Background: an optimization exercise with open tools, aiming at small area, a short achievable clock period and few clock cycles. Do not read the settings as production practice. Where RTL was checked, it was by simulation tests only, not by an equivalence proof against the original. For run 1, only the layout was checked, not whether the RTL still works. The clock port is modelled as an ideal driver; clocking choices that lean on that would not hold on a real chip.

## flow/design.v (module list and top-level ports; edited modules follow where they fit)
// module fa: 4 lines
// module addr3_27: 159 lines
// module addr3_29: 175 lines
// module add131: 1047 lines
// module add128: 1030 lines
// module addc0: 183 lines
// module carrycx: 40 lines
// module poly1305: 3106 lines
module poly1305(
  input rst_ni,
  input clk,
  input [127:0] r,
  input [127:0] s,
  input [127:0] m,
  input fb,
  input ld,
  input first,
  output [127:0] p,
  output rdy);
  // ...
==> flow/flow/run.sh <==
#!/bin/bash
# Standard layout (standard.sh), with two changes to how it is made:
#  - the port buffers are sky130_fd_sc_hd__buf_2 cells (every port is still buffered);
#  - extra setup repair passes (repair_timing) after placement and after CTS;
#  - delay cells (clkdlybuf4s*, dlygate*, dlymetal*) are not used for buffering.
# Each tool's full output goes to its own log in this folder.
set -euo pipefail
R=orfs/results/sky130hd/poly1305/base
MARGIN=${REPAIR_MARGIN:-7}
export BUFFER_PORTS_ARGS="-buffer_cell sky130_fd_sc_hd__buf_2"
export DONT_USE_CELLS="sky130_fd_sc_hd__clkdlybuf4s15_1 sky130_fd_sc_hd__clkdlybuf4s15_2 sky130_fd_sc_hd__clkdlybuf4s18_1 sky130_fd_sc_hd__clkdlybuf4s18_2 sky130_fd_sc_hd__clkdlybuf4s25_1 sky130_fd_sc_hd__clkdlybuf4s25_2 sky130_fd_sc_hd__clkdlybuf4s50_1 sky130_fd_sc_hd__clkdlybuf4s50_2 sky130_fd_sc_hd__dlygate4sd1_1 sky130_fd_sc_hd__dlygate4sd2_1 sky130_fd_sc_hd__dlygate4sd3_1 sky130_fd_sc_hd__dlymetal6s2s_1 sky130_fd_sc_hd__dlymetal6s4s_1 sky130_fd_sc_hd__dlymetal6s6s_1"
bash standard.sh synth > 1_synth.log 2>&1
bash standard.sh floorplan > 2_floorplan.log 2>&1
bash standard.sh place > 3_place.log 2>&1
STAGE_ODB=$R/3_place.odb STAGE_SDC=$R/3_place.sdc MARGIN=$MARGIN PAD=1 \
  openroad -exit -no_init flow/repair.tcl > 3_extra_repair.log 2>&1
bash standard.sh cts > 4_cts.log 2>&1
STAGE_ODB=$R/4_cts.odb STAGE_SDC=$R/4_cts.sdc MARGIN=$MARGIN PAD=1 PROPAGATED=1 \
  openroad -exit -no_init flow/repair.tcl > 4_extra_repair.log 2>&1
bash standard.sh finish > 5_finish.log 2>&1
==> flow/flow/repair.tcl <==
# Extra setup repair on a placed (or clock-tree) database, then re-legalize.
# env: STAGE_ODB, STAGE_SDC, MARGIN, PAD
read_liberty $::env(FLOW_HOME)/platforms/sky130hd/lib/sky130_fd_sc_hd__tt_025C_1v80.lib
read_db $::env(STAGE_ODB)
read_sdc $::env(STAGE_SDC)
source $::env(FLOW_HOME)/platforms/sky130hd/setRC.tcl
if {[info exists ::env(PROPAGATED)]} { set_propagated_clock [all_clocks] }
set_dont_use [list sky130_fd_sc_hd__probe_p_8 sky130_fd_sc_hd__probec_p_8 sky130_fd_sc_hd__lpflow_* sky130_fd_sc_hd__clkdlybuf4s* sky130_fd_sc_hd__dlygate* sky130_fd_sc_hd__dlymetal*]
estimate_parasitics -placement
report_worst_slack
report_design_area
repair_timing -setup -setup_margin $::env(MARGIN) -verbose
if {[info exists ::env(PROPAGATED)]} { repair_timing -hold -hold_margin 0.05 -verbose }
set_placement_padding -global -left $::env(PAD) -right $::env(PAD)
detailed_placement
check_placement -verbose
estimate_parasitics -placement
report_worst_slack
report_design_area
write_db $::env(STAGE_ODB)
==> flow/standard.sh <==
#!/bin/bash
# synth_recipe.tcl (not shown) runs the flow's synth.tcl, then flattens the netlist and writes it again
# the make line also repeats each setting of config.mk as NAME=value (left out here)
make -C /OpenROAD-flow-scripts/flow DESIGN_CONFIG=/design/flow/config.mk WORK_HOME=/design/flow/orfs CLKGATE_MAP_FILE= SYNTH_SCRIPT=/design/flow/synth_recipe.tcl "${@:-finish}"
==> flow/config.mk <==
export PLATFORM = sky130hd
export DESIGN_NAME = poly1305
export DESIGN_NICKNAME = poly1305
export VERILOG_FILES = /design/flow/design.v
export SDC_FILE = /design/flow/constraint.sdc
export NUM_CORES = 8
export LEC_CHECK = 0
export CAP_MARGIN = 50
export CELL_PAD_IN_SITES_DETAIL_PLACEMENT = 1
export CELL_PAD_IN_SITES_GLOBAL_PLACEMENT = 1
export CORE_MARGIN = 2
export CORE_UTILIZATION = 30
export GPL_ROUTABILITY_DRIVEN = 1
export PLACE_DENSITY = 0.45
export SETUP_SLACK_MARGIN = 5
export SLEW_MARGIN = 70
export SYNTH_HIERARCHICAL = 1
==> flow/constraint.sdc <==
create_clock -name core_clock -period 12.0 [get_ports {clk}]
set_input_delay 2.4000 -clock core_clock [delete_from_list [all_inputs] [get_ports {clk}]]
set_output_delay 2.4000 -clock core_clock [all_outputs]
set_load 0.01 [all_outputs]
==> Implementation_results.wiki, run 1 <==
{| class="wikitable"
! Metric !! Value
|-
| Outcome || no timing/DRC/antenna violations
|-
| Met2 track demand over resource in global routing || 51.10%
|-
| Grt met3 use || 6.122%
|-
| X dimension of the die || 584.8 um
|-
| Setup repair after global routing missed its margin || no
|-
| Total met2 wirelength after detailed routing || 254000 um
|-
| Final period util || 44.82%
|-
| DP Wirelength || 439200 um
|-
| Detailed Route WL || 569100 um
|-
| Routability congestion estimate || 0.9861
|-
| Number of pins exceeding their max-slew limit in the final report || 0
|-
| Buffer depth of the longest clock path || 4
|-
| Final critical path time including I/O delays and setup || 5.378 ns
|-
| Synth Instances || 9664
|-
| Buffers and inverters on the worst path || 2
|-
| Sum of met3 wire segment lengths after detailed routing || 49960 um
|-
| Final core occ || 35.53%
|-
| Maximum cell stage delay along the critical path || 0.61 ns
|-
| Setup Viol. Count Final || 0
|-
| Critical path cell sequence || ha_1, ha_1, a21oi_1, nand2_1, a221oi_1, clkdlybuf4s50_1, nor2_1, or3_4, nor3_4, inv_2, a21oi_1, o21bai_1, a21oi_1, xnor2_1, mux2i_1, nor2_1, a21oi_1, nor2_2, a21oi_1, o21ai_0
|-
| Setup slack, reg-to-reg || 6.62 ns
|-
| Setup CP Type || flop to flop
|-
| Number of setup buffers added after CTS || 0
|-
| Clock slew at the register clock pins of the worst setup and hold paths || 0.06 ns
|-
| Finished layout cell area || 119400 um2
|-
| Setup total negative slack || 0 ns
|-
| Worst Setup End Kind || flop
|-
| Sequential share of cell area || 16.02%
|-
| Ports placed on the boundary || 518
|-
| Fraction of final layout cells with drive strength greater than 1 || 20.16%
|-
| Signed area change from the synthesized netlist to the final layout || 17.99%
|-
| Remaining antenna violation count || 0
|-
| Overflow left after global routing || 0
|-
| Reported max-cap violation count || 0
|-
| CTS sink cnt || 878
|}
==> run 2, diff against run 1 <==
--- a/flow/design.v
+++ b/flow/design.v
@@ -5705,30 +5705,30 @@
   add128 u_pv (.a(pa), .b(pb), .ci(c5r), .s(pv), .co(pvco));
   always @(posedge clk or negedge rst_ni) begin
     if (!rst_ni) begin
       A <= '0;
       c5r <= 1'b0;
       apre <= '0;
     end else begin
       apre <= {1'b0, A[W-1:0]} + {{(W-2){1'b0}}, c5r, 1'b0, c5r};
-      if (iter) A <= {plow[W-1:0], A[NB-1:W]};
-      else if (f1) A <= {{(NB-131){1'b0}}, xsN};
-      else if (f1b) begin
+      if (f1b) begin
         A <= {{(NB-130){1'b0}}, X[129:0]};
         c5r <= cX;
       end
+      else if (iter) A <= {plow[W-1:0], A[NB-1:W]};
+      else if (f1) A <= {{(NB-131){1'b0}}, xsN};
     end
   end
   always @(posedge clk) begin
-    if (load) M <= {{(W-1){1'b0}}, fb, m[127:W]};
+    if (f2) M <= pv;
+    else if (load) M <= {{(W-1){1'b0}}, fb, m[127:W]};
     else if (iter) M <= M >> W;
     else if (f1) M <= xcN[127:0];
-    else if (f1b) M <= s;
-    else M <= pv;
+    else M <= s;
     XT <= xcN[130:128];
     R <= {rc[123], rc[122], rc[121], rc[120], rc[119], rc[118], rc[117], rc[116], rc[115], rc[114], rc[113], rc[112], rc[111], rc[110], rc[109], rc[108], rc[107], rc[106], rc[105], rc[104], rc[103], rc[102], rc[101], rc[100], rc[99], rc[98], rc[91], rc[90], rc[89], rc[88], rc[87], rc[86], rc[85], rc[84], rc[83], rc[82], rc[81], rc[80], rc[79], rc[78], rc[77], rc[76], rc[75], rc[74], rc[73], rc[72], rc[71], rc[70], rc[69], rc[68], rc[67], rc[66], rc[59], rc[58], rc[57], rc[56], rc[55], rc[54], rc[53], rc[52], rc[51], rc[50], rc[49], rc[48], rc[47], rc[46], rc[45], rc[44], rc[43], rc[42], rc[41], rc[40], rc[39], rc[38], rc[37], rc[36], rc[35], rc[34], rc[27], rc[26], rc[25], rc[24], rc[23], rc[22], rc[21], rc[20], rc[19], rc[18], rc[17], rc[16], rc[15], rc[14], rc[13], rc[12], rc[11], rc[10], rc[9], rc[8], rc[7], rc[6], rc[5], rc[4], rc[3], rc[2], rc[1], rc[0]};
     R3 <= {rc3[125], rc3[124], rc3[123], rc3[122], rc3[121], rc3[120], rc3[119], rc3[118], rc3[117], rc3[116], rc3[115], rc3[114], rc3[113], rc3[112], rc3[111], rc3[110], rc3[109], rc3[108], rc3[107], rc3[106], rc3[105], rc3[104], rc3[103], rc3[102], rc3[101], rc3[100], rc3[99], rc3[98], rc3[93], rc3[92], rc3[91], rc3[90], rc3[89], rc3[88], rc3[87], rc3[86], rc3[85], rc3[84], rc3[83], rc3[82], rc3[81], rc3[80], rc3[79], rc3[78], rc3[77], rc3[76], rc3[75], rc3[74], rc3[73], rc3[72], rc3[71], rc3[70], rc3[69], rc3[68], rc3[67], rc3[66], rc3[61], rc3[60], rc3[59], rc3[58], rc3[57], rc3[56], rc3[55], rc3[54], rc3[53], rc3[52], rc3[51], rc3[50], rc3[49], rc3[48], rc3[47], rc3[46], rc3[45], rc3[44], rc3[43], rc3[42], rc3[41], rc3[40], rc3[39], rc3[38], rc3[37], rc3[36], rc3[35], rc3[34], rc3[29], rc3[28], rc3[27], rc3[26], rc3[25], rc3[24], rc3[23], rc3[22], rc3[21], rc3[20], rc3[19], rc3[18], rc3[17], rc3[16], rc3[15], rc3[14], rc3[13], rc3[12], rc3[11], rc3[10], rc3[9], rc3[8], rc3[7], rc3[6], rc3[5], rc3[4], rc3[3], rc3[2], rc3[1], rc3[0]};
     ca <= chunk[W+1:W];
     first_r <= first;
     D1 <= {~chunk[21] & chunk[20], ~chunk[19] & chunk[18], ~chunk[17] & chunk[16], ~chunk[15] & chunk[14], ~chunk[13] & chunk[12], ~chunk[11] & chunk[10], ~chunk[9] & chunk[8], ~chunk[7] & chunk[6], ~chunk[5] & chunk[4], ~chunk[3] & chunk[2], ~chunk[1] & chunk[0]};
     D2 <= {chunk[21] & ~chunk[20], chunk[19] & ~chunk[18], chunk[17] & ~chunk[16], chunk[15] & ~chunk[14], chunk[13] & ~chunk[12], chunk[11] & ~chunk[10], chunk[9] & ~chunk[8], chunk[7] & ~chunk[6], chunk[5] & ~chunk[4], chunk[3] & ~chunk[2], chunk[1] & ~chunk[0]};
     D3 <= {chunk[21] & chunk[20], chunk[19] & chunk[18], chunk[17] & chunk[16], chunk[15] & chunk[14], chunk[13] & chunk[12], chunk[11] & chunk[10], chunk[9] & chunk[8], chunk[7] & chunk[6], chunk[5] & chunk[4], chunk[3] & chunk[2], chunk[1] & chunk[0]};
==> run 2 against run 1 <==
  * Critical path depth down 1
  * Still clean
  * Critical endpoint is now M[127]
  * Clock skew up 0.031 ns
  * First-iteration DRC count down 1.3%
  * Via count down 0.15%
  * Largest cell class unchanged
  * Die area down 0.33%
==> Implementation_results.wiki, run 2 <==
{| class="wikitable"
! Metric !! Value
|-
| Sequential standard cell area || 19020 um2 (was 19130 um2)
|-
| Worst EP arrival || 5.68 ns (was 6.11 ns)
|-
| Signed area change from the synthesized netlist to the final layout || 17.90% (was 17.99%)
|-
| Final core occ || 35.61% (was 35.53%)
|-
| Class of the tightest hold or removal check || flop to flop (unchanged)
|-
| Setup slack, reg-to-reg || 7.07 ns (was 6.62 ns)
|-
| # fillers || 36420 (was 36830)
|-
| Highest-count cells in the layout ignoring fill and taps || 1737 x sky130_fd_sc_hd__fa_1, 1122 x sky130_fd_sc_hd__a222oi_1, 709 x sky130_fd_sc_hd__nand2_1 (was 1736 x sky130_fd_sc_hd__fa_1, 1122 x sky130_fd_sc_hd__a222oi_1, 583 x sky130_fd_sc_hd__ha_1)
|-
| FP Rows || 212 (was 213)
|-
| Maximum fanout along the worst path || 6 (was 8)
|-
| Final count of hold timing violations || 0 (unchanged)
|-
| Worst Clk Skew || 0.08787 ns (was 0.05670 ns)
|-
| Multi-input gate area in the final layout || 79800 um2 (was 79600 um2)
|-
| Most frequent standard cell in the layout excluding fill and tap cells || sky130_fd_sc_hd__fa_1 (unchanged)
|-
| DIE AREA || 340900 um2 (was 342000 um2)
|-
| CTS sink cnt || 878 (unchanged)
|-
| Number of setup buffers added after CTS || 0 (unchanged)
|-
| Global-route wire length before repair || 780400 um (was 786200 um)
|-
| Post-detailed-route DRC marker count || 0 (unchanged)
|-
| Detailed Route WL || 561200 um (was 569100 um)
|-
| DR vias || 90150 (was 90290)
|-
| I/O Buffers || 495 (unchanged)
|-
| Final period util || 41.11% (was 44.82%)
|-
| Hold path cells || 0 (unchanged)
|-
| X dimension of the die || 583.8 um (was 584.8 um)
|-
| Number of pins exceeding their max-slew limit in the final report || 0 (unchanged)
|-
| Remaining antenna violation count || 0 (unchanged)
|-
| # resized after CTS || 0 (unchanged)
|-
| Yosys warning total || 7 (unchanged)
|-
| Worst path setup slack after routing || 7.067 ns (was 6.622 ns)
|-
| R2R Path Start || A[77] (was A[37])
|-
| Routability congestion estimate || 0.9450 (was 0.9861)
|-
| Setup Viol. Count Final || 0 (unchanged)
|-
| Slew Limit Headroom || 67.50% (was 65.36%)
|-
| Critical R2R Capture || M[127] (was M[85])
|-
| Buffer depth of the longest clock path || 4 (unchanged)
|-
| DP Wirelength || 430700 um (was 439200 um)
|-
| Clock tree root driver cell || sky130_fd_sc_hd__clkbuf_16 (unchanged)
|-
| Number of hold buffers added after CTS || 0 (unchanged)
|-
| Overflow left after global routing || 0 (unchanged)
|-
| Setup CP Type || flop to flop (unchanged)
|-
| Setup repair after global routing missed its margin || no (unchanged)
|-
| Fraction of final layout cells with drive strength greater than 1 || 19.73% (was 20.16%)
|-
| Worst Max-Slew Pin Slew || 0.4740 ns (was 0.5197 ns)
|-
| Vias in the first global route || 96040 (was 96050)
|-
| Minimum setup slack after placement || 6.318 ns (was 6.435 ns)
|-
| Crit path required time || 12.74 ns (about the same)
|-
| Hold Path Origin || it[2] (was f2)
|-
| Outcome || no timing/DRC/antenna violations (unchanged)
|-
| Worst Setup Start Kind || flop (unchanged)
|-
| Maximum clock frequency || 0.2027 GHz (was 0.1859 GHz)
|-
| Drt via density || 6.221 (was 6.146)
|-
| Flip-flop count of the largest register, all copies and words added || 132 (unchanged)
|-
| Detailed-routing iteration count for the pre-antenna-repair pass || 17 (unchanged)
|-
| Largest Register || A (unchanged)
|-
| Number of antenna violations at the first check in global routing || 51 (was 31)
|-
| Initial DRC count || 15490 (was 15690)
|-
| Cells after DPL || 14150 (was 14320)
|-
| Synth Instances || 9643 (was 9664)
|-
| Reported max-cap violation count || 0 (unchanged)
|-
| Non-filler cells, final || 14490 (was 14690)
|-
| Cell Area, Synth || 100900 um2 (was 101200 um2)
|-
| Die Y || 583.8 um (was 584.8 um)
|-
| Maximum number of pins on one net before global-route repair || 76 (was 84)
|-
| Avg Cell Area, Syn || 10.46 um2 (was 10.47 um2)
|-
| Nets@finish || 12700 (was 12770)
|-
| Initial cell density of the core || 30.20% (was 30.11%)
|-
| Core Box Area || 334000 um2 (was 336100 um2)
|-
| Final critical path time including I/O delays and setup || 4.933 ns (was 5.378 ns)
|-
| Count of cells along the worst register-to-register path || 19 (was 20)
|-
| Worst Setup End Kind || flop (unchanged)
|-
| Total routing resource utilization after global routing || 32.34% (was 32.66%)
|-
| Ports placed on the boundary || 518 (unchanged)
|-
| CTS tree || done (unchanged)
|-
| Biggest registers after layout || A: 132 flops, M: 128 flops, HsN: 124 flops (unchanged)
|-
| Drt wl/cell || 38.72 um (was 38.74 um)
|-
| Number of buffers inserted during clock tree synthesis || 125 (was 136)
|-
| Hold path endpoint || it[3] (was done)
|-
| Number of H-tree levels || 3 (was 4)
|-
| Clock slew at the register clock pins of the worst setup and hold paths || 0.06 ns (about the same)
|-
| Worst-Skew Late Latency || 0.94 ns (was 0.87 ns)
|-
| Setup total negative slack || 0 ns (unchanged)
|}
[run 2: routing by layer]
layer	vias to the layer above	part of all wire, %	GRT usage [%]	wire (um)
li1	36510	-	-	-
met1	47230	39	41.28	219800
met2	5343	45	51.29	254100
met3	1057	9.7	7.454	54480
met4	10	5.8	15.97	32790
met5	-	0.012	0.05670	68
[run 2: worst max-delay path by stage]
stage	start	slack (ns)	depth (start not counted)	end
detailed placement	first	6.32	12	D2[9]
floorplan	first	7.16	12	D3[10]
finish	A[77]	7.07	19	M[127]
global route	A[77]	6.84	19	M[127]
global placement	first	5.41	11	D3N[8]
CTS	M[74]	6.94	18	M[127]
[run 2: layout make-up]
| cell class | instances | share of cell area [%] |
|---|---|---|
| Multi-Input combinational cell | 7595 | 67.10 |
| Sequential cell | 878 | 15.99 |
| Timing Repair Buffer | 1029 | 7.455 |
| Tap cell | 4387 | 4.616 |
| Clock buffer | 167 | 3.036 |
| Inverter | 350 | 1.118 |
| Clock inverter | 65 | 0.6334 |
| Antenna cell | 21 | 0.04419 |
[run 2: worst max-delay path, stage by stage (launching register included)]
cell	delay [ns]
sky130_fd_sc_hd__dfrtp_1	0.42
sky130_fd_sc_hd__ha_1	0.32
sky130_fd_sc_hd__ha_1	0.38
sky130_fd_sc_hd__and4_1	0.31
sky130_fd_sc_hd__nand2_2	0.21
sky130_fd_sc_hd__nor4_4	0.44
sky130_fd_sc_hd__buf_4	0.22
sky130_fd_sc_hd__nand2_1	0.11
sky130_fd_sc_hd__nor2_4	0.15
sky130_fd_sc_hd__buf_12	0.16
sky130_fd_sc_hd__o2111ai_2	0.09
sky130_fd_sc_hd__buf_4	0.23
sky130_fd_sc_hd__a2111o_1	0.49
sky130_fd_sc_hd__a21o_1	0.24
sky130_fd_sc_hd__a21oi_2	0.18
sky130_fd_sc_hd__a21oi_1	0.11
sky130_fd_sc_hd__fa_1	0.48
sky130_fd_sc_hd__inv_1	0.04
sky130_fd_sc_hd__nand2_1	0.05
sky130_fd_sc_hd__o21ai_0	0.07
[run 2: through the flow]
stage / cell area, um2 / hold slack (ns)
2_1_floorplan: 101300 / 0.3519
3_3_place_gp: 107500 / 0.3597
3_5_place_dp: 113000 / 0.3639
4_1_cts: 117800 / 0.3737
5_1_grt: 118900 / 0.3806
6_report: 118900 / 0.3739
Testbench counts of run 2, summed over its fixed seeds: cycles 5,624.
==> run 3, diff against run 2 <==
--- a/flow/flow/run.sh
+++ b/flow/flow/run.sh
@@ -4,3 +4,4 @@
 #  - extra setup repair passes (repair_timing) after placement and after CTS;
-#  - delay cells (clkdlybuf4s*, dlygate*, dlymetal*) are not used for buffering.
+#  - in those passes, delay cells (clkdlybuf4s*, dlygate*, dlymetal*) left as buffers by
+#    earlier repair steps are swapped for sky130_fd_sc_hd__buf_2.
 # Each tool's full output goes to its own log in this folder.
@@ -10,3 +11,2 @@
 export BUFFER_PORTS_ARGS="-buffer_cell sky130_fd_sc_hd__buf_2"
-export DONT_USE_CELLS="sky130_fd_sc_hd__clkdlybuf4s15_1 sky130_fd_sc_hd__clkdlybuf4s15_2 sky130_fd_sc_hd__clkdlybuf4s18_1 sky130_fd_sc_hd__clkdlybuf4s18_2 sky130_fd_sc_hd__clkdlybuf4s25_1 sky130_fd_sc_hd__clkdlybuf4s25_2 sky130_fd_sc_hd__clkdlybuf4s50_1 sky130_fd_sc_hd__clkdlybuf4s50_2 sky130_fd_sc_hd__dlygate4sd1_1 sky130_fd_sc_hd__dlygate4sd2_1 sky130_fd_sc_hd__dlygate4sd3_1 sky130_fd_sc_hd__dlymetal6s2s_1 sky130_fd_sc_hd__dlymetal6s4s_1 sky130_fd_sc_hd__dlymetal6s6s_1"
 bash standard.sh synth > 1_synth.log 2>&1
--- a/flow/flow/repair.tcl
+++ b/flow/flow/repair.tcl
@@ -8,2 +8,12 @@
 set_dont_use [list sky130_fd_sc_hd__probe_p_8 sky130_fd_sc_hd__probec_p_8 sky130_fd_sc_hd__lpflow_* sky130_fd_sc_hd__clkdlybuf4s* sky130_fd_sc_hd__dlygate* sky130_fd_sc_hd__dlymetal*]
+# swap delay-cell buffers left by earlier repair steps for plain buffers
+set nswap 0
+foreach inst [[ord::get_db_block] getInsts] {
+  set m [[$inst getMaster] getName]
+  if {[string match "sky130_fd_sc_hd__clkdlybuf4s*" $m] || [string match "sky130_fd_sc_hd__dlygate*" $m] || [string match "sky130_fd_sc_hd__dlymetal*" $m]} {
+    replace_cell [get_cells [$inst getName]] sky130_fd_sc_hd__buf_2
+    incr nswap
+  }
+}
+puts "swapped $nswap delay cells"
 estimate_parasitics -placement
==> run 3 against run 2 <==
  * Still clean on timing, DRC and antenna
  * Cell area down 0.25%
  * Clock skew up 0.0019 ns
  * First-iteration DRC count up 1.9%
  * Maximum frequency up 0.30%
  * Critical path depth did not move
  * Cell count barely moved
  * Worst hold slack better by 0.0012 ns
  * Critical path type unchanged
==> Implementation_results.wiki, run 3 <==
{| class="wikitable"
! Metric !! Value
|-
| Outcome || no timing/DRC/antenna violations (unchanged)
|-
| Maximum number of pins on one net before global-route repair || 76 (unchanged)
|-
| Clock slew at the register clock pins of the worst setup and hold paths || 0.06 ns (about the same)
|-
| Worst Max-Slew Pin Slew || 0.4827 ns (was 0.4740 ns)
|-
| CTS sink cnt || 878 (unchanged)
|-
| Setup CP Type || flop to flop (unchanged)
|-
| Buffer depth of the longest clock path || 4 (unchanged)
|-
| Initial cell density of the core || 30.20% (unchanged)
|-
| Setup total negative slack || 0 ns (unchanged)
|-
| Worst path setup slack after routing || 7.082 ns (was 7.067 ns)
|-
| Biggest registers after layout || A: 132 flops, M: 128 flops, HsN: 124 flops (unchanged)
|-
| Setup repair after global routing missed its margin || no (unchanged)
|-
| Final count of hold timing violations || 0 (unchanged)
|-
| Synth Instances || 9643 (unchanged)
|-
| Drt via density || 6.221 (about the same)
|-
| Worst EP arrival || 5.66 ns (was 5.68 ns)
|-
| Most frequent standard cell in the layout excluding fill and tap cells || sky130_fd_sc_hd__fa_1 (unchanged)
|-
| Yosys warning total || 7 (unchanged)
|-
| Highest-count cells in the layout ignoring fill and taps || 1737 x sky130_fd_sc_hd__fa_1, 1122 x sky130_fd_sc_hd__a222oi_1, 709 x sky130_fd_sc_hd__nand2_1 (unchanged)
|-
| Initial DRC count || 15790 (was 15490)
|-
| Number of antenna violations at the first check in global routing || 53 (was 51)
|-
| Slew Limit Headroom || 66.90% (was 67.50%)
|-
| Detailed-routing iteration count for the pre-antenna-repair pass || 15 (was 17)
|-
| Largest Register || A (unchanged)
|-
| Die Y || 583.8 um (unchanged)
|-
| FP Rows || 212 (unchanged)
|-
| Detailed Route WL || 561600 um (was 561200 um)
|-
| Number of buffers inserted during clock tree synthesis || 125 (unchanged)
|-
| Fraction of final layout cells with drive strength greater than 1 || 20.25% (was 19.73%)
|-
| Maximum cell stage delay along the critical path || 0.48 ns (was 0.49 ns)
|-
| Minimum setup slack after placement || 6.318 ns (unchanged)
|-
| Vias in the first global route || 96080 (was 96040)
|-
| Global-route wire length before repair || 780300 um (was 780400 um)
|-
| Drt wl/cell || 38.77 um (was 38.72 um)
|-
| # resized after CTS || 0 (unchanged)
|-
| Post-detailed-route DRC marker count || 0 (unchanged)
|-
| Number of H-tree levels || 3 (unchanged)
|-
| Clock tree root driver cell || sky130_fd_sc_hd__clkbuf_16 (unchanged)
|-
| Flip-flop count of the largest register, all copies and words added || 132 (unchanged)
|-
| Total routing resource utilization after global routing || 32.35% (was 32.34%)
|-
| Number of pins exceeding their max-slew limit in the final report || 0 (unchanged)
|-
| Placed cell areas || 113000 um2 (unchanged)
|-
| DR vias || 90140 (was 90150)
|-
| Avg Cell Area, Syn || 10.46 um2 (unchanged)
|-
| Routability congestion estimate || 0.9450 (unchanged)
|-
| CTS tree || done (unchanged)
|-
| Final critical path time including I/O delays and setup || 4.918 ns (was 4.933 ns)
|-
| Setup Viol. Count Final || 0 (unchanged)
|-
| Overflow left after global routing || 0 (unchanged)
|-
| X dimension of the die || 583.8 um (unchanged)
|-
| Core Box Area || 334000 um2 (unchanged)
|-
| Worst Setup Start Kind || flop (unchanged)
|-
| Number of hold buffers added after CTS || 0 (unchanged)
|-
| Nets@finish || 12700 (about the same)
|-
| Signed area change from the synthesized netlist to the final layout || 17.61% (was 17.90%)
|-
| Maximum clock frequency || 0.2033 GHz (was 0.2027 GHz)
|-
| Worst Setup End Kind || flop (unchanged)
|-
| Reported max-cap violation count || 0 (unchanged)
|-
| Number of setup buffers added after CTS || 0 (unchanged)
|-
| Finished layout cell area || 118600 um2 (was 118900 um2)
|-
| Ports placed on the boundary || 518 (unchanged)
|-
| Crit path required time || 12.75 ns (was 12.74 ns)
|-
| Worst-Skew Late Latency || 0.95 ns (was 0.94 ns)
|-
| DIE AREA || 340900 um2 (unchanged)
|-
| Class of the tightest hold or removal check || flop to flop (unchanged)
|-
| Worst Clk Skew || 0.08981 ns (was 0.08787 ns)
|-
| Critical-path cell with the highest stage delay || sky130_fd_sc_hd__a2111o_1 (unchanged)
|-
| Maximum fanout along the worst path || 6 (unchanged)
|-
| I/O Buffers || 495 (unchanged)
|-
| DP Wirelength || 430700 um (unchanged)
|-
| Cell Area, Synth || 100900 um2 (unchanged)
|-
| Critical path cell sequence || ha_1, ha_1, and4_1, nand2_2, nor4_4, buf_4, nand2_1, nor2_4, buf_12, o2111ai_2, buf_4, a2111o_1, a21o_1, a21oi_2, a21oi_1, fa_1, inv_1, nand2_1, o21ai_0 (unchanged)
|-
| Remaining antenna violation count || 0 (unchanged)
|-
| Final period util || 40.98% (was 41.11%)
|}
run 3: changes by cell type in the layout (fill, tap and decap cells not counted), sizes merged:
cell           change
buf               +53
clkbuf             -1
diode              -3
clkdlybuf4s18      -4
clkdlybuf4s50     -23
clkdlybuf4s25     -26
run 3: worst paths after layout:
check	startpoint	slack (ns)	cells past startpoint	end
worst max-delay path	A[77]	7.08	19	M[127]
worst min-delay path	it[2]	0.38	0	it[3]
worst max register to register	A[77]	7.08	19	M[127]
worst min register to register	it[2]	0.38	0	it[3]
max in group asynchronous	rst_ni	9.46	4	A[72]
min in group asynchronous	rst_ni	1.40	1	apre[13]
run 3: final cells by class:
cell class / instances / area, um2
Tap cell: 4387 / 5489
Clock buffer: 167 / 3610
Clock inverter: 65 / 753.2
Multi-Input combinational cell: 7595 / 79800
Fill cell: 36460 / 215300
Timing Repair Buffer: 1028 / 8582
Sequential cell: 878 / 19020
Inverter: 350 / 1330
Antenna cell: 18 / 45.04
run 3: critical path, delay by kind of cell (launching register included):
| kind | cells | cell delay, ns |
|---|---|---|
| simple gates | 6 | 1.28 |
| fa+ha+maj | 3 | 1.18 |
| compound gates | 6 | 1.17 |
| buf+inv | 4 | 0.65 |
| flops | 1 | 0.43 |
run 3: metrics by stage:
| step | hold slack (ns) | utilization (%) | instances |
|---|---|---|---|
| after global placement | 0.3597 | 32.18 | 13910 |
| after global routing | 0.3806 | 35.51 | 14480 |
| after floorplan | 0.3519 | - | 9752 |
| after detailed placement | 0.3639 | 33.83 | 14150 |
| final | 0.3752 | 35.52 | 14490 |
| after CTS | 0.3737 | 35.19 | 14400 |
run 3: routing by layer:
metal  GRT usage [%]  vias up  part of all wire (%)
met4           16.13       12                   5.9
met3           7.473     1064                   9.6
met1           41.21    47120                    39
li1                -    36500                     -
met2           51.30     5445                    45
met5         0.05670        -                 0.016
==> run 4, diff against run 3 <==
--- a/flow/flow/run.sh
+++ b/flow/flow/run.sh
@@ -1,3 +1,3 @@
 #!/bin/bash
-# Standard layout (standard.sh), with two changes to how it is made:
+# Standard layout (standard.sh), with these changes to how it is made:
 #  - the port buffers are sky130_fd_sc_hd__buf_2 cells (every port is still buffered);
==> run 4 against run 3 <==
  * Still clean on timing, DRC and antenna
  * Maximum frequency is the same
  * Register-to-register slack is essentially flat
  * Setup slack is the same
  * Highest routed layer unchanged
==> Implementation_results.wiki, run 4 <==
{| class="wikitable"
! Metric !! Value
|-
| Nets@finish || 12700 (unchanged)
|-
| Most frequent standard cell in the layout excluding fill and tap cells || sky130_fd_sc_hd__fa_1 (unchanged)
|-
| Maximum clock frequency || 0.2033 GHz (unchanged)
|-
| Met1 Use GR || 41.21% (unchanged)
|-
| Finished layout cell area || 118600 um2 (unchanged)
|-
| Buffer depth of the longest clock path || 4 (unchanged)
|-
| Yosys warning total || 7 (unchanged)
|-
| Maximum fanout along the worst path || 6 (unchanged)
|-
| Core Box Area || 334000 um2 (unchanged)
|-
| Setup total negative slack || 0 ns (unchanged)
|-
| Initial DRC count || 15790 (unchanged)
|-
| Flip-flop count of the largest register, all copies and words added || 132 (unchanged)
|-
| Placed cell areas || 113000 um2 (unchanged)
|-
| Worst Clk Skew || 0.08981 ns (unchanged)
|-
| Number of pins exceeding their max-slew limit in the final report || 0 (unchanged)
|-
| Routing layer with the top usage in global route || met2 (unchanged)
|-
| Signed area change from the synthesized netlist to the final layout || 17.61% (unchanged)
|-
| # fillers || 36460 (unchanged)
|-
| Remaining antenna violation count || 0 (unchanged)
|-
| DIE AREA || 340900 um2 (unchanged)
|-
| Detailed Route WL || 561600 um (unchanged)
|-
| Overflow left after global routing || 0 (unchanged)
|-
| Final period util || 40.98% (unchanged)
|-
| Cell Area, Synth || 100900 um2 (unchanged)
|-
| Worst path setup slack after routing || 7.082 ns (unchanged)
|-
| CTS tree || done (unchanged)
|-
| Class of the tightest hold or removal check || flop to flop (unchanged)
|-
| Largest Register || A (unchanged)
|-
| Worst Setup End Kind || flop (unchanged)
|-
| Final critical path time including I/O delays and setup || 4.918 ns (unchanged)
|-
| Worst Setup Start Kind || flop (unchanged)
|-
| # resized after CTS || 0 (unchanged)
|-
| Number of buffers inserted during clock tree synthesis || 125 (unchanged)
|-
| Number of hold buffers added after CTS || 0 (unchanged)
|-
| Reported max-cap violation count || 0 (unchanged)
|-
| FP Rows || 212 (unchanged)
|-
| Global-route wire length before repair || 780300 um (unchanged)
|-
| Final core occ || 35.52% (unchanged)
|-
| Routability congestion estimate || 0.9450 (unchanged)
|-
| Synth Instances || 9643 (unchanged)
|-
| Vias in the first global route || 96080 (unchanged)
|-
| Final count of hold timing violations || 0 (unchanged)
|-
| Outcome || no timing/DRC/antenna violations (unchanged)
|-
| Maximum number of pins on one net before global-route repair || 76 (unchanged)
|-
| Drt via density || 6.221 (unchanged)
|-
| I/O Buffers || 495 (unchanged)
|-
| X dimension of the die || 583.8 um (unchanged)
|-
| Post-detailed-route DRC marker count || 0 (unchanged)
|-
| Worst Max-Slew Pin Slew || 0.4827 ns (unchanged)
|-
| Biggest registers after layout || A: 132 flops, M: 128 flops, HsN: 124 flops (unchanged)
|-
| Slew Limit Headroom || 66.90% (unchanged)
|-
| Minimum setup slack after placement || 6.318 ns (unchanged)
|-
| Crit path required time || 12.75 ns (about the same)
|-
| Total routing resource utilization after global routing || 32.35% (unchanged)
|-
| Number of H-tree levels || 3 (unchanged)
|-
| Highest-count cells in the layout ignoring fill and taps || 1737 x sky130_fd_sc_hd__fa_1, 1122 x sky130_fd_sc_hd__a222oi_1, 709 x sky130_fd_sc_hd__nand2_1 (unchanged)
|-
| Setup repair after global routing missed its margin || no (unchanged)
|-
| Initial cell density of the core || 30.20% (unchanged)
|-
| CTS sink cnt || 878 (unchanged)
|-
| Number of antenna violations at the first check in global routing || 53 (unchanged)
|-
| Met2 track demand over resource in global routing || 51.30% (unchanged)
|-
| Clock tree root driver cell || sky130_fd_sc_hd__clkbuf_16 (unchanged)
|-
| Grt met3 use || 7.473% (unchanged)
|-
| Worst EP arrival || 5.66 ns (about the same)
|-
| Worst-Skew Late Latency || 0.95 ns (about the same)
|-
| Multi-input gate area in the final layout || 79800 um2 (unchanged)
|-
| Drt wl/cell || 38.77 um (unchanged)
|-
| Sequential standard cell area || 19020 um2 (unchanged)
|-
| DR vias || 90140 (unchanged)
|-
| Clock slew at the register clock pins of the worst setup and hold paths || 0.06 ns (about the same)
|-
| Fraction of final layout cells with drive strength greater than 1 || 20.25% (unchanged)
|-
| Setup Viol. Count Final || 0 (unchanged)
|-
| Ports placed on the boundary || 518 (unchanged)
|-
| Detailed-routing iteration count for the pre-antenna-repair pass || 15 (unchanged)
|-
| Avg Cell Area, Syn || 10.46 um2 (unchanged)
|-
| Number of setup buffers added after CTS || 0 (unchanged)
|-
| Die Y || 583.8 um (unchanged)
|-
| DP Wirelength || 430700 um (unchanged)
|-
| Setup CP Type || flop to flop (unchanged)
|}
-- run 4: final timing paths --
kind                         from  depth (start not counted)        to  slack (ns)
max in group asynchronous  rst_ni                          4     A[72]        9.46
min reg2reg                 it[2]                          0     it[3]        0.38
min                         it[2]                          0     it[3]        0.38
min in group asynchronous  rst_ni                          1  apre[13]        1.40
max reg2reg                 A[77]                         19    M[127]        7.08
max                         A[77]                         19    M[127]        7.08
-- run 4: through the flow --
step | hold slack, ns | std cells
after floorplan | 0.3519 | 9752
after global placement | 0.3597 | 13910
after detailed placement | 0.3639 | 14150
after CTS | 0.3737 | 14400
after global routing | 0.3806 | 14480
final | 0.3752 | 14490
-- run 4: layout make-up --
class	count	share of cell area (%)
multi-input combinational	7595	67.27
sequential	878	16.03
timing repair buffer	1028	7.235
tap	4387	4.627
clock buffer	167	3.043
inverter	350	1.121
clock inverter	65	0.6350
antenna	18	0.03797
-- run 4: per-layer routing --
metal	up-vias	share of wire [%]
met5	-	0.016
met4	12	5.9
met3	1064	9.6
met2	5445	45
met1	47120	39
li1	36500	-
-- run 4: worst max-delay path, stage by stage, from the launching register on --
cell	delay (ns)
sky130_fd_sc_hd__dfrtp_1	0.43
sky130_fd_sc_hd__ha_1	0.32
sky130_fd_sc_hd__ha_1	0.38
sky130_fd_sc_hd__and4_1	0.31
sky130_fd_sc_hd__nand2_2	0.21
sky130_fd_sc_hd__nor4_4	0.45
sky130_fd_sc_hd__buf_4	0.22
sky130_fd_sc_hd__nand2_1	0.11
sky130_fd_sc_hd__nor2_4	0.15
sky130_fd_sc_hd__buf_12	0.16
sky130_fd_sc_hd__o2111ai_2	0.09
sky130_fd_sc_hd__buf_4	0.23
sky130_fd_sc_hd__a2111o_1	0.48
sky130_fd_sc_hd__a21o_1	0.24
sky130_fd_sc_hd__a21oi_2	0.18
sky130_fd_sc_hd__a21oi_1	0.11
sky130_fd_sc_hd__fa_1	0.48
sky130_fd_sc_hd__inv_1	0.04
sky130_fd_sc_hd__nand2_1	0.05
sky130_fd_sc_hd__o21ai_0	0.07
==> run 5, diff against run 4 <==
--- a/flow/config.mk
+++ b/flow/config.mk
@@ -7,3 +7,3 @@
 export LEC_CHECK = 0
-export CAP_MARGIN = 50
+export CAP_MARGIN = 20
 export CELL_PAD_IN_SITES_DETAIL_PLACEMENT = 1
@@ -15,3 +15,3 @@
 export SETUP_SLACK_MARGIN = 5
-export SLEW_MARGIN = 70
+export SLEW_MARGIN = 30
 export SYNTH_HIERARCHICAL = 1
==> run 5 against run 4 <==
  * Sequential share of layout area increased by 0.43 points
  * Global-route usage decreased by 0.19 points
  * Die area unchanged
  * Register-to-register slack got worse by 0.05 ns
  * Cell count decreased by 2.0%
  * Still clean
  * Maximum frequency decreased by 0.93%
  * Sequential cell count unchanged
  * Synthesized cell count unchanged
  * Cell area decreased by 4.8%
==> Implementation_results.wiki, run 5 <==
{| class="wikitable"
! Metric !! Value
|-
| CTS tree || done (unchanged)
|-
| Highest-count cells in the layout ignoring fill and taps || 1738 x sky130_fd_sc_hd__fa_1, 1122 x sky130_fd_sc_hd__a222oi_1, 711 x sky130_fd_sc_hd__nand2_1 (was 1737 x sky130_fd_sc_hd__fa_1, 1122 x sky130_fd_sc_hd__a222oi_1, 709 x sky130_fd_sc_hd__nand2_1)
|-
| Final period util || 41.37% (was 40.98%)
|-
| Hold path endpoint || it[2] (was it[3])
|-
| Detailed-routing iteration count for the pre-antenna-repair pass || 19 (was 15)
|-
| Total routing resource utilization after global routing || 32.16% (was 32.35%)
|-
| Vias in the first global route || 94950 (was 96080)
|-
| Detailed Route WL || 558800 um (was 561600 um)
|-
| Count of cells along the worst register-to-register path || 8 (was 19)
|-
| Crit path required time || 12.69 ns (was 12.75 ns)
|-
| Drt via density || 6.252 (was 6.221)
|-
| Setup repair after global routing missed its margin || no (unchanged)
|-
| Avg Cell Area, Syn || 10.46 um2 (unchanged)
|-
| Post-detailed-route DRC marker count || 0 (unchanged)
|-
| Fraction of final layout cells with drive strength greater than 1 || 15.11% (was 20.25%)
|-
| Final count of hold timing violations || 0 (unchanged)
|-
| Global-route wire length before repair || 774800 um (was 780300 um)
|-
| Number of antenna violations at the first check in global routing || 64 (was 53)
|-
| Number of hold buffers added after CTS || 0 (unchanged)
|-
| Initial cell density of the core || 30.20% (unchanged)
|-
| Routability congestion estimate || 0.9450 (unchanged)
|-
| Most frequent standard cell in the layout excluding fill and tap cells || sky130_fd_sc_hd__fa_1 (unchanged)
|-
| Worst Max-Slew Pin Slew || 1.181 ns (was 0.4827 ns)
|-
| Clock tree root driver cell || sky130_fd_sc_hd__clkbuf_16 (unchanged)
|-
| Finished layout cell area || 112900 um2 (was 118600 um2)
|-
| Biggest registers after layout || A: 132 flops, M: 128 flops, HsN: 124 flops (unchanged)
|-
| Hold path cells || 0 (unchanged)
|-
| Worst EP arrival || 5.65 ns (was 5.66 ns)
|-
| R2R Path Start || it[0] (was A[77])
|-
| DIE AREA || 340900 um2 (unchanged)
|-
| Cell Area, Synth || 100900 um2 (unchanged)
|-
| Remaining antenna violation count || 0 (unchanged)
|-
| # fillers || 36880 (was 36460)
|-
| Number of pins exceeding their max-slew limit in the final report || 0 (unchanged)
|-
| Ports placed on the boundary || 518 (unchanged)
|-
| Setup slack, reg-to-reg || 7.04 ns (was 7.08 ns)
|-
| Maximum fanout along the worst path || 100 (was 6)
|-
| Number of buffers inserted during clock tree synthesis || 137 (was 125)
|-
| Nets@finish || 12410 (was 12700)
|-
| Non-filler cells, final || 14200 (was 14490)
|-
| Buffer depth of the longest clock path || 4 (unchanged)
|-
| Setup total negative slack || 0 ns (unchanged)
|-
| Final critical path time including I/O delays and setup || 4.964 ns (was 4.918 ns)
|-
| Maximum clock frequency || 0.2014 GHz (was 0.2033 GHz)
|-
| Setup Viol. Count Final || 0 (unchanged)
|-
| Placed cell areas || 107600 um2 (was 113000 um2)
|-
| Drt wl/cell || 39.34 um (was 38.77 um)
|-
| FP Rows || 212 (unchanged)
|-
| Worst-Skew Late Latency || 0.88 ns (was 0.95 ns)
|-
| Die Y || 583.8 um (unchanged)
|-
| Largest Register || A (unchanged)
|-
| Reported max-cap violation count || 0 (unchanged)
|-
| Maximum number of pins on one net before global-route repair || 138 (was 76)
|-
| Signed area change from the synthesized netlist to the final layout || 11.92% (was 17.61%)
|-
| X dimension of the die || 583.8 um (unchanged)
|-
| Flip-flop count of the largest register, all copies and words added || 132 (unchanged)
|-
| Hold Path Origin || it[1] (was it[2])
|-
| Overflow left after global routing || 0 (unchanged)
|-
| Critical R2R Capture || HcN[70] (was M[127])
|-
| I/O Buffers || 495 (unchanged)
|-
| Yosys warning total || 7 (unchanged)
|-
| Synth Instances || 9643 (unchanged)
|-
| Setup CP Type || flop to flop (unchanged)
|-
| Number of setup buffers added after CTS || 0 (unchanged)
|-
| Class of the tightest hold or removal check || flop to flop (unchanged)
|-
| Cells after DPL || 13910 (was 14150)
|-
| DR vias || 88800 (was 90140)
|-
| Worst Clk Skew || 0.06770 ns (was 0.08981 ns)
|-
| Initial DRC count || 15350 (was 15790)
|-
| Slew Limit Headroom || 21.26% (was 66.90%)
|-
| CTS sink cnt || 878 (unchanged)
|-
| Number of H-tree levels || 4 (was 3)
|-
| Worst Setup End Kind || flop (unchanged)
|-
| DP Wirelength || 417600 um (was 430700 um)
|-
| Worst Setup Start Kind || flop (unchanged)
|-
| Clock slew at the register clock pins of the worst setup and hold paths || 0.06 ns (about the same)
|-
| # resized after CTS || 0 (unchanged)
|-
| Core Box Area || 334000 um2 (unchanged)
|-
| Outcome || no timing/DRC/antenna violations (unchanged)
|}
[run 5: changes by cell type in the layout (fill, tap and decap cells not counted), sizes merged, moves of 5 or more]
cell,before,now
diode,18,26
buf,976,725
clkdlybuf4s25,7,0
bufinv,14,5
clkdlybuf4s50,33,0
clkinv,65,60
clkbuf,179,195
[run 5: layer usage]
metal / share of wire [%] / vias up / track usage [%]
met5: 0.015 / - / 0.1276
met4: 5.9 / 14 / 15.88
met3: 9.7 / 1034 / 7.989
met2: 45 / 5331 / 50.73
met1: 40 / 46520 / 40.91
li1: - / 35900 / -
[run 5: worst max-delay path: stages, from the launching register on]
cell and delay [ns]:
sky130_fd_sc_hd__dfrtp_4 0.82, sky130_fd_sc_hd__buf_6 0.48, sky130_fd_sc_hd__buf_8 0.50, sky130_fd_sc_hd__or2_2 0.25, sky130_fd_sc_hd__fa_1 0.58, sky130_fd_sc_hd__fa_1 0.52, sky130_fd_sc_hd__fa_1 0.43, sky130_fd_sc_hd__fa_1 0.53
sky130_fd_sc_hd__fa_1 0.52
[run 5: area by class of cell]
type                       instances  area [um2]  area share (%)
antenna                           26       65.06         0.05764
tap                             4387        5489           4.863
timing repair buffer             728        4392           3.891
inverter                         350        1316           1.166
multi-input combinational       7595       78540           69.58
clock inverter                    47       432.9          0.3835
sequential                       878       18580           16.46
clock buffer                     192        4070           3.606
[run 5: worst max path at each step]
stage,startpoint,endpoint,slack (ns),cells past startpoint
finish,it[0],HcN[70],7.04,8
global route,M[52],M[127],6.72,16
CTS,M[0],A[127],6.96,15
detailed placement,first,D3N[8],5.82,11
global placement,first,D3N[8],5.41,11
floorplan,first,D3[10],7.16,12
[run 5: per-stage QoR]
stage | setup slack [ns] | utilization [%] | hold slack, ns
CTS | 6.963 | 33.74 | 0.3795
floorplan | 7.164 | - | 0.3519
finish | 7.036 | 33.80 | 0.3789
global placement | 5.406 | 32.18 | 0.3597
global route | 6.720 | 33.79 | 0.3894
detailed placement | 5.823 | 32.21 | 0.3634
==> run 6, diff against run 5 <==
--- a/flow/flow/run.sh
+++ b/flow/flow/run.sh
@@ -9,3 +9,3 @@
 R=orfs/results/sky130hd/poly1305/base
-MARGIN=${REPAIR_MARGIN:-7}
+MARGIN=${REPAIR_MARGIN:-6.5}
 export BUFFER_PORTS_ARGS="-buffer_cell sky130_fd_sc_hd__buf_2"
==> run 6 against run 5 <==
  * Register-to-register slack worse by 0.42 ns
  * Synthesized cell count unchanged
  * Maximum frequency down 7.8%
  * Synthesized area unchanged
  * Largest cell class unchanged
  * Still clean on timing, DRC and antenna
  * Die area unchanged
  * Clock skew up 0.0038 ns
==> Implementation_results.wiki, run 6 <==
{| class="wikitable"
! Metric !! Value
|-
| Outcome || no timing/DRC/antenna violations (unchanged)
|-
| Worst EP arrival || 6.08 ns (was 5.65 ns)
|-
| Detailed-routing iteration count for the pre-antenna-repair pass || 15 (was 19)
|-
| Worst Setup End Kind || flop (unchanged)
|-
| Avg Cell Area, Syn || 10.46 um2 (unchanged)
|-
| Post-detailed-route DRC marker count || 0 (unchanged)
|-
| Critical-path cell with the highest stage delay || sky130_fd_sc_hd__dfrtp_4 (unchanged)
|-
| Buffers and inverters on the worst path || 2 (unchanged)
|-
| Number of setup buffers added after CTS || 0 (unchanged)
|-
| Drt wl/cell || 39.30 um (was 39.34 um)
|-
| Maximum cell stage delay along the critical path || 0.86 ns (was 0.82 ns)
|-
| X dimension of the die || 583.8 um (unchanged)
|-
| Number of hold buffers added after CTS || 0 (unchanged)
|-
| Final count of hold timing violations || 0 (unchanged)
|-
| Fraction of final layout cells with drive strength greater than 1 || 14.51% (was 15.11%)
|-
| Remaining antenna violation count || 0 (unchanged)
|-
| Clock slew at the register clock pins of the worst setup and hold paths || 0.06 ns (about the same)
|-
| Clock tree root driver cell || sky130_fd_sc_hd__clkbuf_16 (unchanged)
|-
| Initial cell density of the core || 30.20% (unchanged)
|-
| DP Wirelength || 417600 um (unchanged)
|-
| Critical path cell sequence || buf_4, buf_6, or2_2, fa_1, fa_1, fa_1, fa_1, fa_1 (was buf_6, buf_8, or2_2, fa_1, fa_1, fa_1, fa_1, fa_1)
|-
| # fillers || 36920 (was 36880)
|-
| Setup CP Type || flop to flop (unchanged)
|-
| Minimum hold slack || 0.3790 ns (was 0.3789 ns)
|-
| Setup repair after global routing missed its margin || no (unchanged)
|-
| Buffer depth of the longest clock path || 4 (unchanged)
|-
| Synth Instances || 9643 (unchanged)
|-
| Overflow left after global routing || 0 (unchanged)
|-
| Core Box Area || 334000 um2 (unchanged)
|-
| Global-route wire length before repair || 772900 um (was 774800 um)
|-
| Biggest registers after layout || A: 132 flops, M: 128 flops, HsN: 124 flops (unchanged)
|-
| Yosys warning total || 7 (unchanged)
|-
| Reported max-cap violation count || 0 (unchanged)
|-
| Worst Clk Skew || 0.07146 ns (was 0.06770 ns)
|-
| Worst Setup Start Kind || flop (unchanged)
|-
| Number of antenna violations at the first check in global routing || 71 (was 64)
|-
| FP Rows || 212 (unchanged)
|-
| Initial DRC count || 15720 (was 15350)
|-
| Flip-flop count of the largest register, all copies and words added || 132 (unchanged)
|-
| Nets@finish || 12390 (was 12410)
|-
| Slew Limit Headroom || 23.33% (was 21.26%)
|-
| Class of the tightest hold or removal check || flop to flop (unchanged)
|-
| Number of H-tree levels || 4 (unchanged)
|-
| Most frequent standard cell in the layout excluding fill and tap cells || sky130_fd_sc_hd__fa_1 (unchanged)
|-
| Cell Area, Synth || 100900 um2 (unchanged)
|-
| Largest Register || A (unchanged)
|-
| Routability congestion estimate || 0.9450 (unchanged)
|-
| Maximum fanout along the worst path || 100 (unchanged)
|-
| I/O Buffers || 495 (unchanged)
|-
| CTS sink cnt || 878 (unchanged)
|-
| Worst-Skew Late Latency || 0.89 ns (was 0.88 ns)
|-
| Most repeated library cell on the critical path || sky130_fd_sc_hd__fa_1 (unchanged)
|-
| Setup total negative slack || 0 ns (unchanged)
|-
| CTS tree || done (unchanged)
|-
| # resized after CTS || 0 (unchanged)
|-
| DR vias || 88580 (was 88800)
|-
| Number of pins exceeding their max-slew limit in the final report || 0 (unchanged)
|-
| DIE AREA || 340900 um2 (unchanged)
|-
| Maximum clock frequency || 0.1857 GHz (was 0.2014 GHz)
|-
| Drt via density || 6.247 (was 6.252)
|-
| Signed area change from the synthesized netlist to the final layout || 11.45% (was 11.92%)
|-
| Vias in the first global route || 94550 (was 94950)
|-
| Crit path required time || 12.69 ns (about the same)
|-
| Ports placed on the boundary || 518 (unchanged)
|-
| Worst Max-Slew Pin Slew || 1.150 ns (was 1.181 ns)
|-
| Die Y || 583.8 um (unchanged)
|-
| Top Family by Delay on Critical Path || adder cells (unchanged)
|-
| Number of buffers inserted during clock tree synthesis || 137 (unchanged)
|-
| Final critical path time including I/O delays and setup || 5.385 ns (was 4.964 ns)
|-
| Detailed Route WL || 557300 um (was 558800 um)
|-
| Highest-count cells in the layout ignoring fill and taps || 1739 x sky130_fd_sc_hd__fa_1, 1122 x sky130_fd_sc_hd__a222oi_1, 715 x sky130_fd_sc_hd__nand2_1 (was 1738 x sky130_fd_sc_hd__fa_1, 1122 x sky130_fd_sc_hd__a222oi_1, 711 x sky130_fd_sc_hd__nand2_1)
|-
| Final period util || 44.87% (was 41.37%)
|-
| Maximum number of pins on one net before global-route repair || 138 (unchanged)
|-
| Setup Viol. Count Final || 0 (unchanged)
|-
| Total routing resource utilization after global routing || 32.09% (was 32.16%)
|-
| Setup slack, reg-to-reg || 6.62 ns (was 7.04 ns)
|}
==> run 6: area by class of cell <==
type                            instances  area [um2]  share of cell area [%]
Clock inverter                         47       432.9                  0.3851
Inverter                              350        1316                   1.171
Tap cell                             4387        5489                   4.883
Timing Repair Buffer                  703        4180                   3.719
Multi-Input combinational cell       7595       78280                   69.64
Antenna cell                           27       67.56                 0.06011
Clock buffer                          192        4070                   3.621
Sequential cell                       878       18570                   16.52
==> run 6: per-layer routing <==
metal  GRT usage (%)  wire (um)  vias to the layer above
li1                -          -                    35860
met1           40.88     218800                    46330
met2           50.45     250100                     5303
met3           7.940      55030                     1065
met4           16.08      33230                       16
met5          0.1276        100                        -
==> run 6: final timing paths <==
check | startpoint | endpoint | depth (start not counted)
setup / recovery | it[0] | HcN[70] | 8
hold / removal | it[1] | it[2] | 0
setup reg to reg | it[0] | HcN[70] | 8
hold reg to reg | it[1] | it[2] | 0
max in group asynchronous | rst_ni | A[76] | 3
min in group asynchronous | rst_ni | apre[13] | 1
==> run 6: through the flow <==
| stage | utilization [%] | cells | cell area (um2) | setup slack (ns) |
|---|---|---|---|---|
| final | 33.66 | 14180 | 112400 | 6.615 |
| after global routing | 33.64 | 14160 | 112400 | 6.416 |
| after CTS | 33.59 | 14150 | 112200 | 6.456 |
| after detailed placement | 32.21 | 13910 | 107600 | 5.823 |
| after global placement | 32.18 | 13910 | 107500 | 5.406 |
| after floorplan | - | 9752 | 101300 | 7.164 |
==> run 7, diff against run 6 <==
--- a/flow/flow/run.sh
+++ b/flow/flow/run.sh
@@ -9,3 +9,3 @@
 R=orfs/results/sky130hd/poly1305/base
-MARGIN=${REPAIR_MARGIN:-6.5}
+MARGIN=${REPAIR_MARGIN:-7}
 export BUFFER_PORTS_ARGS="-buffer_cell sky130_fd_sc_hd__buf_2"
--- a/flow/config.mk
+++ b/flow/config.mk
@@ -12,2 +12,3 @@
 export CORE_UTILIZATION = 30
+export CTS_BUF_LIST = sky130_fd_sc_hd__clkbuf_4 sky130_fd_sc_hd__clkbuf_8
 export GPL_ROUTABILITY_DRIVEN = 1
==> run 7 against run 6 <==
  * Critical path type unchanged
  * Cell count is 0.94% higher
  * Still clean on timing, DRC and antenna
  * Via count is 0.61% higher
==> Implementation_results.wiki, run 7 <==
{| class="wikitable"
! Metric !! Value
|-
| Synth Instances || 9643 (unchanged)
|-
| Total routing resource utilization after global routing || 32.20% (was 32.09%)
|-
| Post-detailed-route DRC marker count || 0 (unchanged)
|-
| Setup total negative slack || 0 ns (unchanged)
|-
| Worst Max-Slew Pin Slew || 1.254 ns (was 1.150 ns)
|-
| Highest-count cells in the layout ignoring fill and taps || 1738 x sky130_fd_sc_hd__fa_1, 1122 x sky130_fd_sc_hd__a222oi_1, 711 x sky130_fd_sc_hd__nand2_1 (was 1739 x sky130_fd_sc_hd__fa_1, 1122 x sky130_fd_sc_hd__a222oi_1, 715 x sky130_fd_sc_hd__nand2_1)
|-
| Flip-flop count of the largest register, all copies and words added || 132 (unchanged)
|-
| Signed area change from the synthesized netlist to the final layout || 11.85% (was 11.45%)
|-
| DP Wirelength || 417600 um (unchanged)
|-
| Setup slack, reg-to-reg || 6.98 ns (was 6.62 ns)
|-
| Global-route wire length before repair || 776200 um (was 772900 um)
|-
| Avg Cell Area, Syn || 10.46 um2 (unchanged)
|-
| Setup repair after global routing missed its margin || no (unchanged)
|-
| Number of hold buffers added after CTS || 0 (unchanged)
|-
| Largest Register || A (unchanged)
|-
| Overflow left after global routing || 0 (unchanged)
|-
| Number of H-tree levels || 4 (unchanged)
|-
| Crit path required time || 12.89 ns (was 12.69 ns)
|-
| Buffer depth of the longest clock path || 4 (unchanged)
|-
| Detailed-routing iteration count for the pre-antenna-repair pass || 15 (unchanged)
|-
| Sequential standard cell area || 18570 um2 (about the same)
|-
| Initial cell density of the core || 30.20% (unchanged)
|-
| Maximum clock frequency || 0.1993 GHz (was 0.1857 GHz)
|-
| Worst-Skew Late Latency || 1.07 ns (was 0.89 ns)
|-
| Routability congestion estimate || 0.9450 (unchanged)
|-
| Most frequent standard cell in the layout excluding fill and tap cells || sky130_fd_sc_hd__fa_1 (unchanged)
|-
| # fillers || 36970 (was 36920)
|-
| Vias in the first global route || 95380 (was 94550)
|-
| Worst Clk Skew || 0.1114 ns (was 0.07146 ns)
|-
| Fraction of final layout cells with drive strength greater than 1 || 16.29% (was 14.51%)
|-
| Count of cells along the worst register-to-register path || 8 (unchanged)
|-
| Drt via density || 6.227 (was 6.247)
|-
| Remaining antenna violation count || 0 (unchanged)
|-
| CTS tree || done (unchanged)
|-
| Critical R2R Capture || HcN[73] (was HcN[70])
|-
| Maximum fanout along the worst path || 46 (was 100)
|-
| Maximum number of pins on one net before global-route repair || 138 (unchanged)
|-
| Clock tree root driver cell || sky130_fd_sc_hd__clkbuf_8 (was sky130_fd_sc_hd__clkbuf_16)
|-
| Number of pins exceeding their max-slew limit in the final report || 0 (unchanged)
|-
| Initial DRC count || 15060 (was 15720)
|-
| Setup CP Type || flop to flop (unchanged)
|-
| Reported max-cap violation count || 0 (unchanged)
|-
| Ports placed on the boundary || 518 (unchanged)
|-
| Finished layout cell area || 112800 um2 (was 112400 um2)
|-
| CTS sink cnt || 878 (unchanged)
|-
| Clock slew at the register clock pins of the worst setup and hold paths || 0.06 ns (about the same)
|-
| FP Rows || 212 (unchanged)
|-
| Multi-input gate area in the final layout || 78540 um2 (was 78280 um2)
|-
| Final period util || 41.82% (was 44.87%)
|-
| Number of setup buffers added after CTS || 0 (unchanged)
|-
| Core Box Area || 334000 um2 (unchanged)
|-
| Yosys warning total || 7 (unchanged)
|-
| Setup Viol. Count Final || 0 (unchanged)
|-
| Final critical path time including I/O delays and setup || 5.018 ns (was 5.385 ns)
|-
| Cell Area, Synth || 100900 um2 (unchanged)
|-
| Nets@finish || 12470 (was 12390)
|-
| DIE AREA || 340900 um2 (unchanged)
|-
| Outcome || no timing/DRC/antenna violations (unchanged)
|-
| Detailed Route WL || 559300 um (was 557300 um)
|-
| X dimension of the die || 583.8 um (unchanged)
|-
| I/O Buffers || 495 (unchanged)
|-
| Drt wl/cell || 39.08 um (was 39.30 um)
|-
| Number of antenna violations at the first check in global routing || 62 (was 71)
|-
| Final count of hold timing violations || 0 (unchanged)
|-
| Hold Path Origin || it[2] (was it[1])
|-
| Die Y || 583.8 um (unchanged)
|-
| Biggest registers after layout || A: 132 flops, M: 128 flops, HsN: 124 flops (unchanged)
|-
| Worst Setup Start Kind || flop (unchanged)
|-
| DR vias || 89120 (was 88580)
|-
| Slew Limit Headroom || 15.51% (was 23.33%)
|-
| Class of the tightest hold or removal check || flop to flop (unchanged)
|-
| R2R Path Start || D3N[10] (was it[0])
|-
| Worst Setup End Kind || flop (unchanged)
|-
| Number of buffers inserted during clock tree synthesis || 195 (was 137)
|-
| Placed cell areas || 107600 um2 (unchanged)
|-
| Critical Path Source || D3N[10] (was it[0])
|-
| # resized after CTS || 0 (unchanged)
|-
| Critical Path Sink || HcN[73] (was HcN[70])
|-
| Worst EP arrival || 5.91 ns (was 6.08 ns)
|}
[run 7: worst max-delay path, cell delays in order (launching register included)]
cell and delay, ns:
sky130_fd_sc_hd__dfxtp_1 0.54, sky130_fd_sc_hd__clkinv_1 0.71, sky130_fd_sc_hd__buf_4 0.60, sky130_fd_sc_hd__a222oi_1 0.49, sky130_fd_sc_hd__fa_1 0.52, sky130_fd_sc_hd__fa_1 0.50
sky130_fd_sc_hd__fa_1 0.41, sky130_fd_sc_hd__fa_1 0.60, sky130_fd_sc_hd__fa_1 0.43
[run 7: how the worst min path moves through the flow]
stage | to | slack [ns] | cells past startpoint
floorplan | f1b | 0.35 | 0
global placement | it[3] | 0.36 | 0
detailed placement | it[5] | 0.36 | 0
CTS | it[3] | 0.35 | 0
global route | it[3] | 0.35 | 0
finish | it[3] | 0.36 | 0
[run 7: cell type report]
cell class                 count  area share (%)
antenna                       21         0.04658
clock buffer                 287           3.252
clock inverter                66          0.7054
inverter                     350           1.167
multi-input combinational   7595           69.62
sequential                   878           16.46
tap                         4387           4.865
timing repair buffer         728           3.886
[run 7: metal layers]
| layer | vias to the layer above | wire, um | global-route usage [%] |
|---|---|---|---|
| li1 | 36020 | - | - |
| met1 | 46710 | 220900 | 41.04 |
| met2 | 5263 | 251800 | 50.90 |
| met3 | 1105 | 53860 | 7.785 |
| met4 | 18 | 32740 | 15.81 |
| met5 | - | 124 | 0.05670 |
[run 7: stage by stage]
| step | std cells | util [%] | hold WS, ns | setup WS [ns] |
|---|---|---|---|---|
| after floorplan | 9752 | - | 0.3519 | 7.164 |
| after global placement | 13910 | 32.18 | 0.3597 | 5.406 |
| after detailed placement | 13910 | 32.21 | 0.3634 | 5.823 |
| after CTS | 14290 | 33.73 | 0.3479 | 6.926 |
| after global routing | 14300 | 33.77 | 0.3544 | 6.679 |
| final | 14310 | 33.78 | 0.3587 | 6.982 |

## separate check: timing with driven ports
The flow's constraints put no driver on any port. The routed layouts listed below were extracted and timed again, unchanged, in two steps.
Step 1 assumes that a clkbuf_16 drives the clock port and a buf_2 every other input.
Step 2 moves the port delays by t, midway between the first and last clock arrival at a register: inputs arrive t later, outputs are due t later. That takes back most of the time a late clock gives input paths.
Three values: no drivers, after step 1, after step 2; two values: the first two.
run | t (ns) | setup slack, ns | worst hold slack (ns) | worst register clock-pin slew, ns | pins driven straight from the clock port
run 1 | 0.945 | 6.622 / 6.622 / 6.622 | 0.352 / 0.352 / 0.352 | 0.07 / 0.07 | 1
run 2 | 1.008 | 7.067 / 7.067 / 6.527 | 0.374 / 0.374 / 0.374 | 0.07 / 0.07 | 1
run 3 | 1.012 | 7.082 / 7.082 / 6.531 | 0.375 / 0.375 / 0.375 | 0.07 / 0.07 | 1
run 4 | 1.012 | 7.082 / 7.082 / 6.531 | 0.375 / 0.375 / 0.375 | 0.07 / 0.07 | 1
run 5 | 0.952 | 7.036 / 7.036 / 6.677 | 0.379 / 0.379 / 0.379 | 0.07 / 0.07 | 1
run 6 | 0.949 | 6.615 / 6.615 / 6.449 | 0.379 / 0.379 / 0.379 | 0.07 / 0.07 | 1
run 7 | 1.122 | 6.982 / 6.982 / 6.640 | 0.359 / 0.359 / 0.359 | 0.08 / 0.08 | 1
After both steps every run listed still meets setup and hold.
